This is an optimization exercise on Yosys and OpenROAD, whose aim is small area and a short achievable clock period, not a production implementation.
No functional check of the RTL was part of this run.
Power is estimated from default activity; no workload was simulated.

### flow/flow/run.sh
#!/bin/bash
# Standard ORFS flow (the standard.sh), with the port buffers made of
# sky130_fd_sc_hd__buf_2 instead of buffer_ports' default cell.
set -o pipefail
export BUFFER_PORTS_ARGS="-buffer_cell sky130_fd_sc_hd__buf_2"
bash standard.sh finish 2>&1 | tee standard_flow.log
### flow/standard.sh
#!/bin/bash
# synth_recipe.tcl (not shown) runs the flow's synth.tcl, then flattens the netlist and writes it again
# the make line also repeats each setting of config.mk as NAME=value (left out here)
make -C /OpenROAD-flow-scripts/flow DESIGN_CONFIG=/design/flow/config.mk WORK_HOME=/design/flow/orfs CLKGATE_MAP_FILE= SYNTH_SCRIPT=/design/flow/synth_recipe.tcl "${@:-finish}"
### flow/config.mk
export PLATFORM = sky130hd
export DESIGN_NAME = mac
export DESIGN_NICKNAME = mac
export VERILOG_FILES = /design/flow/design.v
export SDC_FILE = /design/flow/constraint.sdc
export NUM_CORES = 4
export LEC_CHECK = 0
export CAP_MARGIN = 20
export CORE_MARGIN = 2
export CORE_UTILIZATION = 60
export SETUP_SLACK_MARGIN = 1.5
export SLEW_MARGIN = 20
export SYNTH_HIERARCHICAL = 1
### flow/constraint.sdc
create_clock -name core_clock -period 6.5 [get_ports {clk}]
set_input_delay 1.3000 -clock core_clock [delete_from_list [all_inputs] [get_ports {clk}]]
set_output_delay 1.3000 -clock core_clock [all_outputs]
set_load 0.01 [all_outputs]
### flow/design.v
module mac_fa(input a, input b, input c, output s, output co);
  assign s = a ^ b ^ c;
  assign co = (a & b) | (a & c) | (b & c);
endmodule
module mac_x3(input a, input b, input c, output s);
  assign s = a ^ b ^ c;
endmodule
module mac_mj(input a, input b, input c, output co);
  assign co = (a & b) | (a & c) | (b & c);
endmodule
module mac_xor(input a, input b, output s);
  assign s = a ^ b;
endmodule
module mac(A, B, C, D, clk, reset, Acc);
  input [7:0] A, B, C, D;
  input clk, reset;
  output [31:0] Acc;
  reg [31:0] R;
  reg [1:0] V;
  reg [7:0] W;
  wire p_A0B0 = ~(A[0] & B[0]);
  wire p_A0B1 = ~(A[0] & B[1]);
  wire p_A0B2 = ~(A[0] & B[2]);
  wire p_A0B3 = ~(A[0] & B[3]);
  wire p_A0B4 = ~(A[0] & B[4]);
  wire p_A0B5 = ~(A[0] & B[5]);
  wire p_A0B6 = ~(A[0] & B[6]);
  wire p_A0B7 = ~(A[0] & B[7]);
  wire p_A1B0 = ~(A[1] & B[0]);
  wire p_A1B1 = ~(A[1] & B[1]);
  wire p_A1B2 = ~(A[1] & B[2]);
  wire p_A1B3 = ~(A[1] & B[3]);
  wire p_A1B4 = ~(A[1] & B[4]);
  wire p_A1B5 = ~(A[1] & B[5]);
  wire p_A1B6 = ~(A[1] & B[6]);
  wire p_A1B7 = ~(A[1] & B[7]);
  wire p_A2B0 = ~(A[2] & B[0]);
  wire p_A2B1 = ~(A[2] & B[1]);
  wire p_A2B2 = ~(A[2] & B[2]);
  wire p_A2B3 = ~(A[2] & B[3]);
  wire p_A2B4 = ~(A[2] & B[4]);
  wire p_A2B5 = ~(A[2] & B[5]);
  wire p_A2B6 = ~(A[2] & B[6]);
  wire p_A2B7 = ~(A[2] & B[7]);
  wire p_A3B0 = ~(A[3] & B[0]);
  wire p_A3B1 = ~(A[3] & B[1]);
  wire p_A3B2 = ~(A[3] & B[2]);
  wire p_A3B3 = ~(A[3] & B[3]);
  wire p_A3B4 = ~(A[3] & B[4]);
  wire p_A3B5 = ~(A[3] & B[5]);
  wire p_A3B6 = ~(A[3] & B[6]);
  wire p_A3B7 = ~(A[3] & B[7]);
  wire p_A4B0 = ~(A[4] & B[0]);
  wire p_A4B1 = ~(A[4] & B[1]);
  wire p_A4B2 = ~(A[4] & B[2]);
  wire p_A4B3 = ~(A[4] & B[3]);
  wire p_A4B4 = ~(A[4] & B[4]);
  wire p_A4B5 = ~(A[4] & B[5]);
  wire p_A4B6 = ~(A[4] & B[6]);
  wire p_A4B7 = ~(A[4] & B[7]);
  wire p_A5B0 = ~(A[5] & B[0]);
  wire p_A5B1 = ~(A[5] & B[1]);
  wire p_A5B2 = ~(A[5] & B[2]);
  wire p_A5B3 = ~(A[5] & B[3]);
  wire p_A5B4 = ~(A[5] & B[4]);
  wire p_A5B5 = ~(A[5] & B[5]);
  wire p_A5B6 = ~(A[5] & B[6]);
  wire p_A5B7 = ~(A[5] & B[7]);
  wire p_A6B0 = ~(A[6] & B[0]);
  wire p_A6B1 = ~(A[6] & B[1]);
  wire p_A6B2 = ~(A[6] & B[2]);
  wire p_A6B3 = ~(A[6] & B[3]);
  wire p_A6B4 = ~(A[6] & B[4]);
  wire p_A6B5 = ~(A[6] & B[5]);
  wire p_A6B6 = ~(A[6] & B[6]);
  wire p_A6B7 = ~(A[6] & B[7]);
  wire p_A7B0 = ~(A[7] & B[0]);
  wire p_A7B1 = ~(A[7] & B[1]);
  wire p_A7B2 = ~(A[7] & B[2]);
  wire p_A7B3 = ~(A[7] & B[3]);
  wire p_A7B4 = ~(A[7] & B[4]);
  wire p_A7B5 = ~(A[7] & B[5]);
  wire p_A7B6 = ~(A[7] & B[6]);
  wire p_A7B7 = ~(A[7] & B[7]);
  wire p_C0D0 = ~(C[0] & D[0]);
  wire p_C0D1 = ~(C[0] & D[1]);
  wire p_C0D2 = ~(C[0] & D[2]);
  wire p_C0D3 = ~(C[0] & D[3]);
  wire p_C0D4 = ~(C[0] & D[4]);
  wire p_C0D5 = ~(C[0] & D[5]);
  wire p_C0D6 = ~(C[0] & D[6]);
  wire p_C0D7 = ~(C[0] & D[7]);
  wire p_C1D0 = ~(C[1] & D[0]);
  wire p_C1D1 = ~(C[1] & D[1]);
  wire p_C1D2 = ~(C[1] & D[2]);
  wire p_C1D3 = ~(C[1] & D[3]);
  wire p_C1D4 = ~(C[1] & D[4]);
  wire p_C1D5 = ~(C[1] & D[5]);
  wire p_C1D6 = ~(C[1] & D[6]);
  wire p_C1D7 = ~(C[1] & D[7]);
  wire p_C2D0 = ~(C[2] & D[0]);
  wire p_C2D1 = ~(C[2] & D[1]);
  wire p_C2D2 = ~(C[2] & D[2]);
  wire p_C2D3 = ~(C[2] & D[3]);
  wire p_C2D4 = ~(C[2] & D[4]);
  wire p_C2D5 = ~(C[2] & D[5]);
  wire p_C2D6 = ~(C[2] & D[6]);
  wire p_C2D7 = ~(C[2] & D[7]);
  wire p_C3D0 = ~(C[3] & D[0]);
  wire p_C3D1 = ~(C[3] & D[1]);
  wire p_C3D2 = ~(C[3] & D[2]);
  wire p_C3D3 = ~(C[3] & D[3]);
  wire p_C3D4 = ~(C[3] & D[4]);
  wire p_C3D5 = ~(C[3] & D[5]);
  wire p_C3D6 = ~(C[3] & D[6]);
  wire p_C3D7 = ~(C[3] & D[7]);
  wire p_C4D0 = ~(C[4] & D[0]);
  wire p_C4D1 = ~(C[4] & D[1]);
  wire p_C4D2 = ~(C[4] & D[2]);
  wire p_C4D3 = ~(C[4] & D[3]);
  wire p_C4D4 = ~(C[4] & D[4]);
  wire p_C4D5 = ~(C[4] & D[5]);
  wire p_C4D6 = ~(C[4] & D[6]);
  wire p_C4D7 = ~(C[4] & D[7]);
  wire p_C5D0 = ~(C[5] & D[0]);
  wire p_C5D1 = ~(C[5] & D[1]);
  wire p_C5D2 = ~(C[5] & D[2]);
  wire p_C5D3 = ~(C[5] & D[3]);
  wire p_C5D4 = ~(C[5] & D[4]);
  wire p_C5D5 = ~(C[5] & D[5]);
  wire p_C5D6 = ~(C[5] & D[6]);
  wire p_C5D7 = ~(C[5] & D[7]);
  wire p_C6D0 = ~(C[6] & D[0]);
  wire p_C6D1 = ~(C[6] & D[1]);
  wire p_C6D2 = ~(C[6] & D[2]);
  wire p_C6D3 = ~(C[6] & D[3]);
  wire p_C6D4 = ~(C[6] & D[4]);
  wire p_C6D5 = ~(C[6] & D[5]);
  wire p_C6D6 = ~(C[6] & D[6]);
  wire p_C6D7 = ~(C[6] & D[7]);
  wire p_C7D0 = ~(C[7] & D[0]);
  wire p_C7D1 = ~(C[7] & D[1]);
  wire p_C7D2 = ~(C[7] & D[2]);
  wire p_C7D3 = ~(C[7] & D[3]);
  wire p_C7D4 = ~(C[7] & D[4]);
  wire p_C7D5 = ~(C[7] & D[5]);
  wire p_C7D6 = ~(C[7] & D[6]);
  wire p_C7D7 = ~(C[7] & D[7]);
  wire s0, c0;
  wire s1, c1;
  wire s2, c2;
  wire s3, c3;
  wire s4, c4;
  wire s5, c5;
  wire s6, c6;
  wire s7, c7;
  wire s8, c8;
  wire s9, c9;
  wire s10, c10;
  wire s11, c11;
  wire s12, c12;
  wire s13, c13;
  wire s14, c14;
  wire s15, c15;
  wire s16, c16;
  wire s17, c17;
  wire s18, c18;
  wire s19, c19;
  wire s20, c20;
  wire s21, c21;
  wire s22, c22;
  wire s23, c23;
  wire s24, c24;
  wire s25, c25;
  wire s26, c26;
  wire s27, c27;
  wire s28, c28;
  wire s29, c29;
  wire s30, c30;
  wire s31, c31;
  wire s32, c32;
  wire s33, c33;
  wire s34, c34;
  wire s35, c35;
  wire s36, c36;
  wire s37, c37;
  wire s38, c38;
  wire s39, c39;
  wire s40, c40;
  wire s41, c41;
  wire s42, c42;
  wire s43, c43;
  wire s44, c44;
  wire s45, c45;
  wire s46, c46;
  wire s47, c47;
  wire s48, c48;
  wire s49, c49;
  wire s50, c50;
  wire s51, c51;
  wire s52, c52;
  wire s53, c53;
  wire s54, c54;
  wire s55, c55;
  wire s56, c56;
  wire s57, c57;
  wire s58, c58;
  wire s59, c59;
  wire s60, c60;
  wire s61, c61;
  wire s62, c62;
  wire s63, c63;
  wire s64, c64;
  wire s65, c65;
  wire s66, c66;
  wire s67, c67;
  wire s68, c68;
  wire s69, c69;
  wire s70, c70;
  wire s71, c71;
  wire s72, c72;
  wire s73, c73;
  wire s74, c74;
  wire s75, c75;
  wire s76, c76;
  wire s77, c77;
  wire s78, c78;
  wire s79, c79;
  wire s80, c80;
  wire s81, c81;
  wire s82, c82;
  wire s83, c83;
  wire s84, c84;
  wire s85, c85;
  wire s86, c86;
  wire s87, c87;
  wire s88, c88;
  wire s89, c89;
  wire s90, c90;
  wire s91, c91;
  wire s92, c92;
  wire s93, c93;
  wire s94, c94;
  wire s95, c95;
  wire s96, c96;
  wire s97, c97;
  wire s98, c98;
  wire s99, c99;
  wire s100, c100;
  wire s101, c101;
  wire s102, c102;
  wire s103, c103;
  wire s104, c104;
  wire s105, c105;
  wire s106, c106;
  wire s107, c107;
  wire s108, c108;
  wire s109, c109;
  wire s110, c110;
  wire s111, c111;
  wire s112, c112;
  wire s113, c113;
  wire s114, c114;
  wire s115, c115;
  wire s116, c116;
  wire s117, c117;
  wire s118, c118;
  wire s119, c119;
  wire s120, c120;
  wire s121, c121;
  wire s122, c122;
  wire s123, c123;
  wire s124, c124;
  wire s125, c125;
  wire s126, c126;
  wire s127, c127;
  wire s128, c128;
  wire s129, c129;
  wire s130, c130;
  wire s131, c131;
  wire s132, c132;
  wire s133, c133;
  wire s134, c134;
  wire s135, c135;
  wire s136, c136;
  wire s137, c137;
  wire s138, c138;
  wire s139, c139;
  wire s140, c140;
  wire s141, c141;
  wire s142, c142;
  wire s143, c143;
  wire s144, c144;
  wire s145, c145;
  wire s146, c146;
  wire s147, c147;
  wire s148, c148;
  wire s149, c149;
  wire s150, c150;
  wire s151, c151;
  wire s152, c152;
  mac_xor u_s0 (R[0], p_A0B0, s0);
  assign c0 = R[0] & (A[0] & B[0]);
  mac_fa u_s1 (R[1], p_A0B1, p_A1B0, s1, c1);
  mac_x3 u_s2 (p_C0D1, p_C1D0, ~c0, s2);
  mac_mj u_c2 (p_C0D1, p_C1D0, ~c0, c2);
  mac_fa u_s3 (R[2], p_A0B2, p_A1B1, s3, c3);
  mac_fa u_s4 (p_A2B0, p_C0D2, p_C1D1, s4, c4);
  mac_fa u_s5 (p_C2D0, c1, s3, s5, c5);
  mac_xor u_s6 (s4, c2, s6);
  assign c6 = ~s4 & ~c2;
  mac_fa u_s7 (R[3], p_A0B3, p_A1B2, s7, c7);
  mac_fa u_s8 (p_A2B1, p_A3B0, p_C0D3, s8, c8);
  mac_fa u_s9 (p_C1D2, p_C2D1, p_C3D0, s9, c9);
  mac_fa u_s10 (c3, c4, s7, s10, c10);
  mac_fa u_s11 (s8, s9, ~c6, s11, c11);
  mac_xor u_s12 (c5, s10, s12);
  assign c12 = ~c5 & ~s10;
  mac_fa u_s13 (R[4], p_A0B4, p_A1B3, s13, c13);
  mac_fa u_s14 (p_A2B2, p_A3B1, p_A4B0, s14, c14);
  mac_fa u_s15 (p_C0D4, p_C1D3, p_C2D2, s15, c15);
  mac_fa u_s16 (p_C3D1, p_C4D0, c7, s16, c16);
  mac_fa u_s17 (c8, c9, s13, s17, c17);
  mac_fa u_s18 (s14, s15, s16, s18, c18);
  mac_fa u_s19 (c10, s17, ~c12, s19, c19);
  mac_xor u_s20 (c11, s18, s20);
  assign c20 = ~c11 & ~s18;
  mac_fa u_s21 (R[5], p_A0B5, p_A1B4, s21, c21);
  mac_fa u_s22 (p_A2B3, p_A3B2, p_A4B1, s22, c22);
  mac_fa u_s23 (p_A5B0, p_C0D5, p_C1D4, s23, c23);
  mac_fa u_s24 (p_C2D3, p_C3D2, p_C4D1, s24, c24);
  mac_fa u_s25 (p_C5D0, c13, c14, s25, c25);
  mac_fa u_s26 (c15, s21, s22, s26, c26);
  mac_fa u_s27 (s23, s24, c16, s27, c27);
  mac_fa u_s28 (c17, s25, s26, s28, c28);
  mac_fa u_s29 (s27, c18, s28, s29, c29);
  mac_xor u_s30 (c20, c19, s30);
  assign c30 = c20 & ~c19;
  mac_fa u_s31 (R[6], p_A0B6, p_A1B5, s31, c31);
  mac_fa u_s32 (p_A2B4, p_A3B3, p_A4B2, s32, c32);
  mac_fa u_s33 (p_A5B1, p_A6B0, p_C0D6, s33, c33);
  mac_fa u_s34 (p_C1D5, p_C2D4, p_C3D3, s34, c34);
  mac_fa u_s35 (p_C4D2, p_C5D1, p_C6D0, s35, c35);
  mac_fa u_s36 (c21, c22, c23, s36, c36);
  mac_fa u_s37 (c24, s31, s32, s37, c37);
  mac_fa u_s38 (s33, s34, s35, s38, c38);
  mac_fa u_s39 (c25, c26, s36, s39, c39);
  mac_fa u_s40 (s37, s38, c27, s40, c40);
  mac_fa u_s41 (c28, s39, s40, s41, c41);
  mac_xor u_s42 (c30, c29, s42);
  assign c42 = c30 & ~c29;
  mac_fa u_s43 (V[0], ~R[7], p_A0B7, s43, c43);
  mac_fa u_s44 (p_A1B6, p_A2B5, p_A3B4, s44, c44);
  mac_fa u_s45 (p_A4B3, p_A5B2, p_A6B1, s45, c45);
  mac_fa u_s46 (p_A7B0, p_C0D7, p_C1D6, s46, c46);
  mac_fa u_s47 (p_C2D5, p_C3D4, p_C4D3, s47, c47);
  mac_fa u_s48 (p_C5D2, p_C6D1, p_C7D0, s48, c48);
  mac_fa u_s49 (c31, c32, c33, s49, c49);
  mac_fa u_s50 (c34, c35, s43, s50, c50);
  mac_fa u_s51 (s44, s45, s46, s51, c51);
  mac_x3 u_s52 (s47, s48, c36, s52);
  mac_mj u_c52 (s47, s48, c36, c52);
  mac_fa u_s53 (c37, s49, c38, s53, c53);
  mac_fa u_s54 (s50, s51, s52, s54, c54);
  mac_fa u_s55 (c39, s53, c40, s55, c55);
  mac_fa u_s56 (s54, ~c42, s55, s56, c56);
  mac_xor u_s57 (c41, s56, s57);
  assign c57 = ~c41 & ~s56;
  mac_fa u_s58 (R[8], W[0], (A[1] & B[7]), s58, c58);
  mac_fa u_s59 (p_A2B6, p_A3B5, p_A4B4, s59, c59);
  mac_fa u_s60 (p_A5B3, p_A6B2, p_A7B1, s60, c60);
  mac_fa u_s61 (p_C1D7, p_C2D6, p_C3D5, s61, c61);
  mac_fa u_s62 (p_C4D4, p_C5D3, p_C6D2, s62, c62);
  mac_fa u_s63 (p_C7D1, c43, c44, s63, c63);
  mac_fa u_s64 (c45, c46, c47, s64, c64);
  mac_fa u_s65 (c48, s59, ~s58, s65, c65);
  mac_fa u_s66 (s60, s61, s62, s66, c66);
  mac_fa u_s67 (c49, c50, s63, s67, c67);
  mac_fa u_s68 (c51, s64, s65, s68, c68);
  mac_fa u_s69 (s66, c52, c53, s69, c69);
  mac_fa u_s70 (s67, s68, c54, s70, c70);
  mac_fa u_s71 (s69, s70, c55, s71, c71);
  mac_xor u_s72 (c56, s71, s72);
  assign c72 = ~c56 & ~s71;
  mac_fa u_s73 (R[9], W[1], (A[2] & B[7]), s73, c73);
  mac_fa u_s74 (p_A3B6, p_A4B5, p_A5B4, s74, c74);
  mac_fa u_s75 (p_A6B3, p_A7B2, p_C2D7, s75, c75);
  mac_fa u_s76 (p_C3D6, p_C4D5, p_C5D4, s76, c76);
  mac_fa u_s77 (p_C6D3, p_C7D2, c59, s77, c77);
  mac_fa u_s78 (c60, c61, c62, s78, c78);
  mac_fa u_s79 (c58, s73, ~s74, s79, c79);
  mac_fa u_s80 (s75, s76, c63, s80, c80);
  mac_fa u_s81 (c64, s77, c66, s81, c81);
  mac_fa u_s82 (s78, c65, ~s79, s82, c82);
  mac_fa u_s83 (s80, c67, s81, s83, c83);
  mac_x3 u_s84 (c68, s82, c69, s84);
  mac_mj u_c84 (c68, s82, c69, c84);
  mac_fa u_s85 (s83, c70, s84, s85, c85);
  mac_xor u_s86 (c71, s85, s86);
  assign c86 = ~c71 & ~s85;
  mac_fa u_s87 (W[2], ~R[10], p_A3B7, s87, c87);
  mac_fa u_s88 (p_A4B6, p_A5B5, p_A6B4, s88, c88);
  mac_fa u_s89 (p_A7B3, p_C3D7, p_C4D6, s89, c89);
  mac_fa u_s90 (p_C5D5, p_C6D4, p_C7D3, s90, c90);
  mac_fa u_s91 (c74, c75, c76, s91, c91);
  mac_fa u_s92 (s87, s88, ~c73, s92, c92);
  mac_fa u_s93 (s89, s90, c77, s93, c93);
  mac_fa u_s94 (c78, s91, ~c79, s94, c94);
  mac_fa u_s95 (s92, c80, s93, s95, c95);
  mac_x3 u_s96 (c81, c82, s94, s96);
  mac_mj u_c96 (c81, c82, s94, c96);
  mac_fa u_s97 (s95, c83, s96, s97, c97);
  mac_x3 u_s98 (c84, s97, c85, s98);
  mac_mj u_c98 (c84, s97, c85, c98);
  mac_fa u_s99 (R[11], W[3], p_A4B7, s99, c99);
  mac_fa u_s100 (p_A5B6, p_A6B5, p_A7B4, s100, c100);
  mac_fa u_s101 (p_C4D7, p_C5D6, p_C6D5, s101, c101);
  mac_fa u_s102 (p_C7D4, c87, c88, s102, c102);
  mac_fa u_s103 (c89, c90, s99, s103, c103);
  mac_fa u_s104 (s100, s101, c91, s104, c104);
  mac_fa u_s105 (s102, c92, s103, s105, c105);
  mac_fa u_s106 (c93, s104, s105, s106, c106);
  mac_fa u_s107 (c94, c95, s106, s107, c107);
  mac_fa u_s108 (c96, c97, s107, s108, c108);
  mac_fa u_s109 (R[12], W[4], p_A5B7, s109, c109);
  mac_fa u_s110 (p_A6B6, p_A7B5, p_C5D7, s110, c110);
  mac_fa u_s111 (p_C6D6, p_C7D5, c99, s111, c111);
  mac_fa u_s112 (c100, c101, s109, s112, c112);
  mac_fa u_s113 (s110, c102, s111, s113, c113);
  mac_fa u_s114 (c103, s112, c104, s114, c114);
  mac_fa u_s115 (s113, c105, s114, s115, c115);
  mac_fa u_s116 (c106, s115, c107, s116, c116);
  mac_fa u_s117 (R[13], W[5], p_A6B7, s117, c117);
  mac_fa u_s118 (p_A7B6, p_C6D7, p_C7D6, s118, c118);
  mac_fa u_s119 (c109, c110, s117, s119, c119);
  mac_fa u_s120 (s118, c111, c112, s120, c120);
  mac_fa u_s121 (s119, c113, s120, s121, c121);
  mac_fa u_s122 (c114, s121, c115, s122, c122);
  mac_fa u_s123 (R[14], W[6], p_A7B7, s123, c123);
  mac_fa u_s124 (p_C7D7, c117, c118, s124, c124);
  mac_fa u_s125 (s123, c119, s124, s125, c125);
  mac_fa u_s126 (c120, s125, c121, s126, c126);
  mac_fa u_s127 (R[15], W[7], c123, s127, c127);
  mac_fa u_s128 (c124, s127, c125, s128, c128);
  mac_xor u_s129 (R[16], c127, s129);
  assign c129 = R[16] & ~c127;
  mac_xor u_s130 (p_C0D0, s0, s130);
  assign c130 = (C[0] & D[0]) & ~s0;
  mac_fa u_s131 (~c130, s2, s1, s131, c131);
  mac_fa u_s132 (~s6, c131, s5, s132, c132);
  mac_fa u_s133 (s11, ~s12, c132, s133, c133);
  mac_fa u_s134 (~s20, s19, c133, s134, c134);
  mac_x3 u_s135 (s30, s29, c134, s135);
  mac_mj u_c135 (s30, s29, c134, c135);
  mac_x3 u_s136 (s42, s41, c135, s136);
  mac_mj u_c136 (s42, s41, c135, c136);
  mac_xor u_s137 (s129, c128, s137);
  assign c137 = ~s129 & ~c128;
  mac_fa u_s138 (R[17], c129, c137, s138, c138);
  mac_xor u_s139 (R[18], c138, s139);
  assign c139 = R[18] & c138;
  mac_xor u_s140 (R[19], c139, s140);
  assign c140 = R[19] & c139;
  mac_xor u_s141 (R[20], V[1], s141);
  assign c141 = R[20] & V[1];
  mac_xor u_s142 (R[21], c141, s142);
  assign c142 = R[21] & c141;
  mac_xor u_s143 (R[22], c142, s143);
  assign c143 = R[22] & c142;
  mac_xor u_s144 (R[23], c143, s144);
  assign c144 = R[23] & c143;
  mac_xor u_s145 (R[24], c144, s145);
  assign c145 = R[24] & c144;
  mac_xor u_s146 (R[25], c145, s146);
  assign c146 = R[25] & c145;
  mac_xor u_s147 (R[26], c146, s147);
  assign c147 = R[26] & c146;
  mac_xor u_s148 (R[27], c147, s148);
  assign c148 = R[27] & c147;
  mac_xor u_s149 (R[28], c148, s149);
  assign c149 = R[28] & c148;
  mac_xor u_s150 (R[29], c149, s150);
  assign c150 = R[29] & c149;
  mac_xor u_s151 (R[30], c150, s151);
  assign c151 = R[30] & c150;
  mac_xor u_s152 (R[31], c151, s152);
  assign c152 = R[31] & c151;
  wire [31:0] z = {1'b0, 1'b0, 1'b0, 1'b0, 1'b0, 1'b0, 1'b0, 1'b0, 1'b0, 1'b0, 1'b0, V[1], 1'b0, 1'b0, 1'b0, 1'b0, ~W[7], ~W[6], ~W[5], ~W[4], ~W[3], ~W[2], W[1], W[0], ~V[0], 1'b0, 1'b0, 1'b0, 1'b0, 1'b0, 1'b0, 1'b0};
  wire [31:0] h, g, t;
  assign h[0] = R[0];
  assign g[0] = 1'b0;
  assign t[0] = R[0];
  assign h[1] = ~R[1];
  assign g[1] = 1'b0;
  assign t[1] = ~R[1];
  assign h[2] = ~R[2];
  assign g[2] = 1'b0;
  assign t[2] = ~R[2];
  assign h[3] = ~R[3];
  assign g[3] = 1'b0;
  assign t[3] = ~R[3];
  assign h[4] = ~R[4];
  assign g[4] = 1'b0;
  assign t[4] = ~R[4];
  assign h[5] = ~R[5];
  assign g[5] = 1'b0;
  assign t[5] = ~R[5];
  assign h[6] = ~R[6];
  assign g[6] = 1'b0;
  assign t[6] = ~R[6];
  wire h7r;
  mac_xor u_h7 (R[7], V[0], h7r);
  assign h[7] = ~h7r;
  assign g[7] = R[7] & ~V[0];
  assign t[7] = R[7] | ~V[0];
  wire h8r;
  mac_xor u_h8 (R[8], W[0], h8r);
  assign h[8] = h8r;
  assign g[8] = R[8] & W[0];
  assign t[8] = R[8] | W[0];
  wire h9r;
  mac_xor u_h9 (R[9], W[1], h9r);
  assign h[9] = h9r;
  assign g[9] = R[9] & W[1];
  assign t[9] = R[9] | W[1];
  wire h10r;
  mac_xor u_h10 (R[10], W[2], h10r);
  assign h[10] = ~h10r;
  assign g[10] = R[10] & ~W[2];
  assign t[10] = R[10] | ~W[2];
  wire h11r;
  mac_xor u_h11 (R[11], W[3], h11r);
  assign h[11] = h11r;
  assign g[11] = ~R[11] & ~W[3];
  assign t[11] = ~R[11] | ~W[3];
  wire h12r;
  mac_xor u_h12 (R[12], W[4], h12r);
  assign h[12] = h12r;
  assign g[12] = ~R[12] & ~W[4];
  assign t[12] = ~R[12] | ~W[4];
  wire h13r;
  mac_xor u_h13 (R[13], W[5], h13r);
  assign h[13] = h13r;
  assign g[13] = ~R[13] & ~W[5];
  assign t[13] = ~R[13] | ~W[5];
  wire h14r;
  mac_xor u_h14 (R[14], W[6], h14r);
  assign h[14] = h14r;
  assign g[14] = ~R[14] & ~W[6];
  assign t[14] = ~R[14] | ~W[6];
  wire h15r;
  mac_xor u_h15 (R[15], W[7], h15r);
  assign h[15] = h15r;
  assign g[15] = ~R[15] & ~W[7];
  assign t[15] = ~R[15] | ~W[7];
  assign h[16] = R[16];
  assign g[16] = 1'b0;
  assign t[16] = R[16];
  assign h[17] = R[17];
  assign g[17] = 1'b0;
  assign t[17] = R[17];
  assign h[18] = R[18];
  assign g[18] = 1'b0;
  assign t[18] = R[18];
  assign h[19] = R[19];
  assign g[19] = 1'b0;
  assign t[19] = R[19];
  wire h20r;
  mac_xor u_h20 (R[20], V[1], h20r);
  assign h[20] = h20r;
  assign g[20] = R[20] & V[1];
  assign t[20] = R[20] | V[1];
  assign h[21] = R[21];
  assign g[21] = 1'b0;
  assign t[21] = R[21];
  assign h[22] = R[22];
  assign g[22] = 1'b0;
  assign t[22] = R[22];
  assign h[23] = R[23];
  assign g[23] = 1'b0;
  assign t[23] = R[23];
  assign h[24] = R[24];
  assign g[24] = 1'b0;
  assign t[24] = R[24];
  assign h[25] = R[25];
  assign g[25] = 1'b0;
  assign t[25] = R[25];
  assign h[26] = R[26];
  assign g[26] = 1'b0;
  assign t[26] = R[26];
  assign h[27] = R[27];
  assign g[27] = 1'b0;
  assign t[27] = R[27];
  assign h[28] = R[28];
  assign g[28] = 1'b0;
  assign t[28] = R[28];
  assign h[29] = R[29];
  assign g[29] = 1'b0;
  assign t[29] = R[29];
  assign h[30] = R[30];
  assign g[30] = 1'b0;
  assign t[30] = R[30];
  assign h[31] = R[31];
  assign g[31] = 1'b0;
  assign t[31] = R[31];
  wire G1 = g[1] | (t[1] & g[0]);
  wire T1 = t[1] & t[0];
  wire G2 = g[3] | (t[3] & g[2]);
  wire T2 = t[3] & t[2];
  wire G3 = g[5] | (t[5] & g[4]);
  wire T3 = t[5] & t[4];
  wire G4 = g[7] | (t[7] & g[6]);
  wire T4 = t[7] & t[6];
  wire G5 = g[9] | (t[9] & g[8]);
  wire T5 = t[9] & t[8];
  wire G6 = g[11] | (t[11] & g[10]);
  wire T6 = t[11] & t[10];
  wire G7 = g[13] | (t[13] & g[12]);
  wire T7 = t[13] & t[12];
  wire G8 = g[15] | (t[15] & g[14]);
  wire T8 = t[15] & t[14];
  wire G9 = g[17] | (t[17] & g[16]);
  wire T9 = t[17] & t[16];
  wire G10 = g[19] | (t[19] & g[18]);
  wire T10 = t[19] & t[18];
  wire G11 = g[21] | (t[21] & g[20]);
  wire T11 = t[21] & t[20];
  wire G12 = g[23] | (t[23] & g[22]);
  wire T12 = t[23] & t[22];
  wire G13 = g[25] | (t[25] & g[24]);
  wire T13 = t[25] & t[24];
  wire G14 = g[27] | (t[27] & g[26]);
  wire T14 = t[27] & t[26];
  wire G15 = g[29] | (t[29] & g[28]);
  wire T15 = t[29] & t[28];
  wire G16 = g[31] | (t[31] & g[30]);
  wire T16 = t[31] & t[30];
  wire G17 = G2 | (T2 & G1);
  wire T17 = T2 & T1;
  wire G18 = G4 | (T4 & G3);
  wire T18 = T4 & T3;
  wire G19 = G6 | (T6 & G5);
  wire T19 = T6 & T5;
  wire G20 = G8 | (T8 & G7);
  wire T20 = T8 & T7;
  wire G21 = G10 | (T10 & G9);
  wire T21 = T10 & T9;
  wire G22 = G12 | (T12 & G11);
  wire T22 = T12 & T11;
  wire G23 = G14 | (T14 & G13);
  wire T23 = T14 & T13;
  wire G24 = G16 | (T16 & G15);
  wire T24 = T16 & T15;
  wire G25 = G18 | (T18 & G17);
  wire T25 = T18 & T17;
  wire G26 = G20 | (T20 & G19);
  wire T26 = T20 & T19;
  wire G27 = G22 | (T22 & G21);
  wire T27 = T22 & T21;
  wire G28 = G24 | (T24 & G23);
  wire T28 = T24 & T23;
  wire G29 = G26 | (T26 & G25);
  wire T29 = T26 & T25;
  wire G30 = G28 | (T28 & G27);
  wire T30 = T28 & T27;
  wire G31 = G30 | (T30 & G29);
  wire T31 = T30 & T29;
  wire G32 = G27 | (T27 & G29);
  wire T32 = T27 & T29;
  wire G33 = G19 | (T19 & G25);
  wire T33 = T19 & T25;
  wire G34 = G21 | (T21 & G29);
  wire T34 = T21 & T29;
  wire G35 = G23 | (T23 & G32);
  wire T35 = T23 & T32;
  wire G36 = G3 | (T3 & G17);
  wire T36 = T3 & T17;
  wire G37 = G5 | (T5 & G25);
  wire T37 = T5 & T25;
  wire G38 = G7 | (T7 & G33);
  wire T38 = T7 & T33;
  wire G39 = G9 | (T9 & G29);
  wire T39 = T9 & T29;
  wire G40 = G11 | (T11 & G34);
  wire T40 = T11 & T34;
  wire G41 = G13 | (T13 & G32);
  wire T41 = T13 & T32;
  wire G42 = G15 | (T15 & G35);
  wire T42 = T15 & T35;
  wire G43 = g[2] | (t[2] & G1);
  wire T43 = t[2] & T1;
  wire G44 = g[4] | (t[4] & G17);
  wire T44 = t[4] & T17;
  wire G45 = g[6] | (t[6] & G36);
  wire T45 = t[6] & T36;
  wire G46 = g[8] | (t[8] & G25);
  wire T46 = t[8] & T25;
  wire G47 = g[10] | (t[10] & G37);
  wire T47 = t[10] & T37;
  wire G48 = g[12] | (t[12] & G33);
  wire T48 = t[12] & T33;
  wire G49 = g[14] | (t[14] & G38);
  wire T49 = t[14] & T38;
  wire G50 = g[16] | (t[16] & G29);
  wire T50 = t[16] & T29;
  wire G51 = g[18] | (t[18] & G39);
  wire T51 = t[18] & T39;
  wire G52 = g[20] | (t[20] & G34);
  wire T52 = t[20] & T34;
  wire G53 = g[22] | (t[22] & G40);
  wire T53 = t[22] & T40;
  wire G54 = g[24] | (t[24] & G32);
  wire T54 = t[24] & T32;
  wire G55 = g[26] | (t[26] & G41);
  wire T55 = t[26] & T41;
  wire G56 = g[28] | (t[28] & G35);
  wire T56 = t[28] & T35;
  wire G57 = g[30] | (t[30] & G42);
  wire T57 = t[30] & T42;
  wire [31:0] cin = {G57, G42, G56, G35, G55, G41, G54, G32, G53, G40, G52, G34, G51, G39, G50, G29, G49, G38, G48, G33, G47, G37, G46, G25, G45, G36, G44, G17, G43, G1, g[0], 1'b0};
  assign Acc = h ^ cin;
  always @(posedge clk, negedge reset)
    if (reset == 0) begin
      R <= 32'h0000f87e;
      V <= 2'h1;
      W <= 8'hfc;
    end else begin
      R <= {s152, s151, s150, s149, s148, s147, s146, s145, s144, s143, s142, s141, s140, s139, s138, s137, s128, s126, s122, s116, s108, c86, c72, c57, s57, s136, s135, s134, s133, s132, s131, s130};
      V <= {c140, c136};
      W <= {c126, c122, c116, c108, c98, s98, s86, s72};
    end
endmodule
==> results.txt <==
Post-CTS Hold Buffers=0; GPL Wtd Cong=0.853; area leader, netlist=fa_1; syn nets=660; RSZ-0062 raised after global routing=false; worst slew pin tran=0.947 ns; Buf/Inv on CP=3; slowest CP cell=fa_1; critical path class=in -> reg; die footprint=9940 µm²; share of layout cells above drive strength 1=20.0%; Final period util=66.1%; Worst Clk Skew=0.0137 ns; Initial Utilization=62.4%; Synth Instances=499; total CTS buffers=5; Mapped Area=5500 µm²; Hold Crit Class=reg -> reg; post-synth top area share=43.7%; setup ws final=2.20 ns; Vias per Instance=5.63; clk slew on worst S/H paths=0.09 ns; sequential share of the synthesized area=19.5%; vias in the first global route=4,075; ys async rst share=100%; Max Slew Vio Count=0; run status=timing/DRC/antenna clean; Residual DRC=0; wire length per cell=18.3 µm; global-route wire length before repair=20.1 mm; Total GRT Usage=26.5%; Post-synth EDFFs=0; Detailed Place HPWL=9.70 mm; root buf cell=clkbuf_8; Ys Warns=7; register bit total from synthesis=42; Overflow after GRT=0; Top Ports=66; Sink Count=42; setup_tns=0 ns; distinct cell type count after synthesis=48; initial antenna violation count=0; static leakage=2.57 nW; row count=34; core footprint=8810 µm²; Post-CTS Setup Bufs=0; Hold Fails Final Rpt=0; maximum clock path buffer count=2; CP cell instances=buf_2 > nand2_1 > fa_1 > inv_1 > fa_1 > inv_1 > fa_1 > xor3_1 > fa_1 > xor3_1; crit end category=flop; VDD IR max=0.358 mV; 1st-pass router iterations=4; most frequent CP cell=fa_1; via count=3,644; 1st-iter DRT viols=246; Layout area overhead=7.79%; worst-skew pair later-pin latency=0.31 ns; most frequent cells in the layout=nand2_1, fa_1, buf_2, xor2_1, dfrtp_1; CP arrival=4.51 ns; Port Buffer Count=65; Max Clk Rate=0.233 GHz; Layout fillers=733; PwrDens=590 nW/µm²; H-Tree Depth=2; Setup Viol. Count Final=0; crit-path max FO=8; Syn Area/Cell=11.0 µm²; DIE WIDTH=99.7 µm; Gates resized, CTS repair=0; family with the most delay on the worst path=adder cells; commonest non-fill, non-tap cell in the layout=nand2_1; Die Y=99.7 µm; largest net degree at the start of global routing=43; Setup WS pre-CTS=1.89 ns; Routed WL=11.9 mm; CP peak stage delay=0.58 ns; crit start category=input pin; Worst Path Required=6.72 ns; Max Cap Violations=0; nets@finish=699; Period minus WS final=4.30 ns; Rel. slew slack=36.9%; dominant cells by area after synthesis=fa_1, dfrtp_1, nand2_1; n_diodes=0; Routed Antenna Nets=0; Most used DFF post-synth=dfrtp_1; CTS tree=yes
cells by family (layout without fill, tap and decap cells):
kind of cell,after synthesis,in the layout,synth area share (%)
adders and majority gates,138,138,47.5
DFF,42,42,19.5
buffers and inverters,52,92,3.62
and+or+nand+nor,180,180,13.9
AOI/OAI and AO/OA,29,29,4.24
xor gates and xnor gates,58,58,11.2
per-module statistics from Yosys, one instance, submodules excluded:
module / cells inside / copies in the design
mac_mj: 1 / 7
mac_fa: 1 / 120
mac_x3: 1 / 7
mac: 329 / 1
mac_xor: 1 / 36
cells in the mapped netlist (all sizes together) (3+ instances only):
cell and count:
and3 4, and2 9, xnor2 5, xor3 7, dfstp 18, fa 120, a211oi 4, dfrtp 24
nor3 4, ha 7, maj3 11, nor2b 3, nand3 3, nand2 135, clkbuf 32, inv 19
nor2 10, o21ai 6, or2 5, xor2 46
metal layers:
layer,GRT usage [%],up-vias,part of all wire (%)
met5,0,-,0
li1,-,1630,-
met2,46.1,124,54
met4,8.54,0,2.4
met1,34.4,1864,39
met3,4.43,26,5.2
report_power, final:
| group | internal (mW) | switching, mW |
|---|---|---|
| clock network | 0.0856 | 0.0996 |
| registers | 0.487 | 0.160 |
| logic | 1.39 | 1.27 |
| total | 1.97 | 1.53 |
sequential cells by signal, indices dropped and copies added (netlist names):
| register | count |
|---|---|
| R | 32 |
| W | 8 |
| V | 2 |
per-stage QoR:
step | hold WS (ns) | area, µm² | utilization (%) | total power, mW | std cells
2_1_floorplan | 0.458 | 5500 | - | 2.70 | 499
3_3_place_gp | 0.474 | 5830 | 66.2 | 3.24 | 639
3_5_place_dp | 0.482 | 5830 | 66.2 | 3.35 | 639
4_1_cts | 0.495 | 5920 | 67.3 | 3.56 | 647
5_1_grt | 0.522 | 5920 | 67.3 | 3.90 | 647
6_report | 0.496 | 5920 | 67.3 | 3.50 | 647
final cells by class:
cell class	count	area [µm²]	share of cell area, %
clock buffers	6	82.6	1.39
clock inverters	2	12.5	0.211
inverters	19	71.3	1.20
multi-input cells	405	4220	71.3
flip-flops and latches	42	1070	18.1
well taps	108	135	2.28
repair buffers	65	325	5.49
final timing paths:
path / from / to / slack, ns / cells after the start
max: B[6] / W[2]$_DFF_PN1_ / 2.20 / 10
max reg2reg: W[3]$_DFF_PN1_ / R[11]$_DFF_PN1_ / 2.97 / 6
max in group asynchronous: reset / R[9]$_DFF_PN0_ / 4.78 / 1
min: R[31]$_DFF_PN0_ / R[31]$_DFF_PN0_ / 0.50 / 1
min reg2reg: R[31]$_DFF_PN0_ / R[31]$_DFF_PN0_ / 0.50 / 1
min in group asynchronous: reset / R[0]$_DFF_PN0_ / 1.13 / 1

[port drivers added, routing unchanged]
How much do the figures lean on ideal ports? The routed layout below was timed once more, with nothing changed but the port constraints.
Step 1: set_driving_cell puts a clkbuf_16 on clk and a buf_2 on each other input, an assumption about the parent block.
Step 2 moves the port delays by t, midway between the first and last clock arrival at a register: inputs arrive t later, outputs are due t later. That takes back most of the time a late clock gives input paths.
Three values: ideal, step 1, step 2; two values: the first two.
shift t [ns]: 0.332
slack for setup (ns): 2.203 / 2.216 / 1.884
worst hold slack (ns): 0.496 / 0.496 / 0.496
After both steps this run still meets setup and hold. The setup slack of this run moves by +0.013 ns with the drivers and by -0.319 ns with both steps.
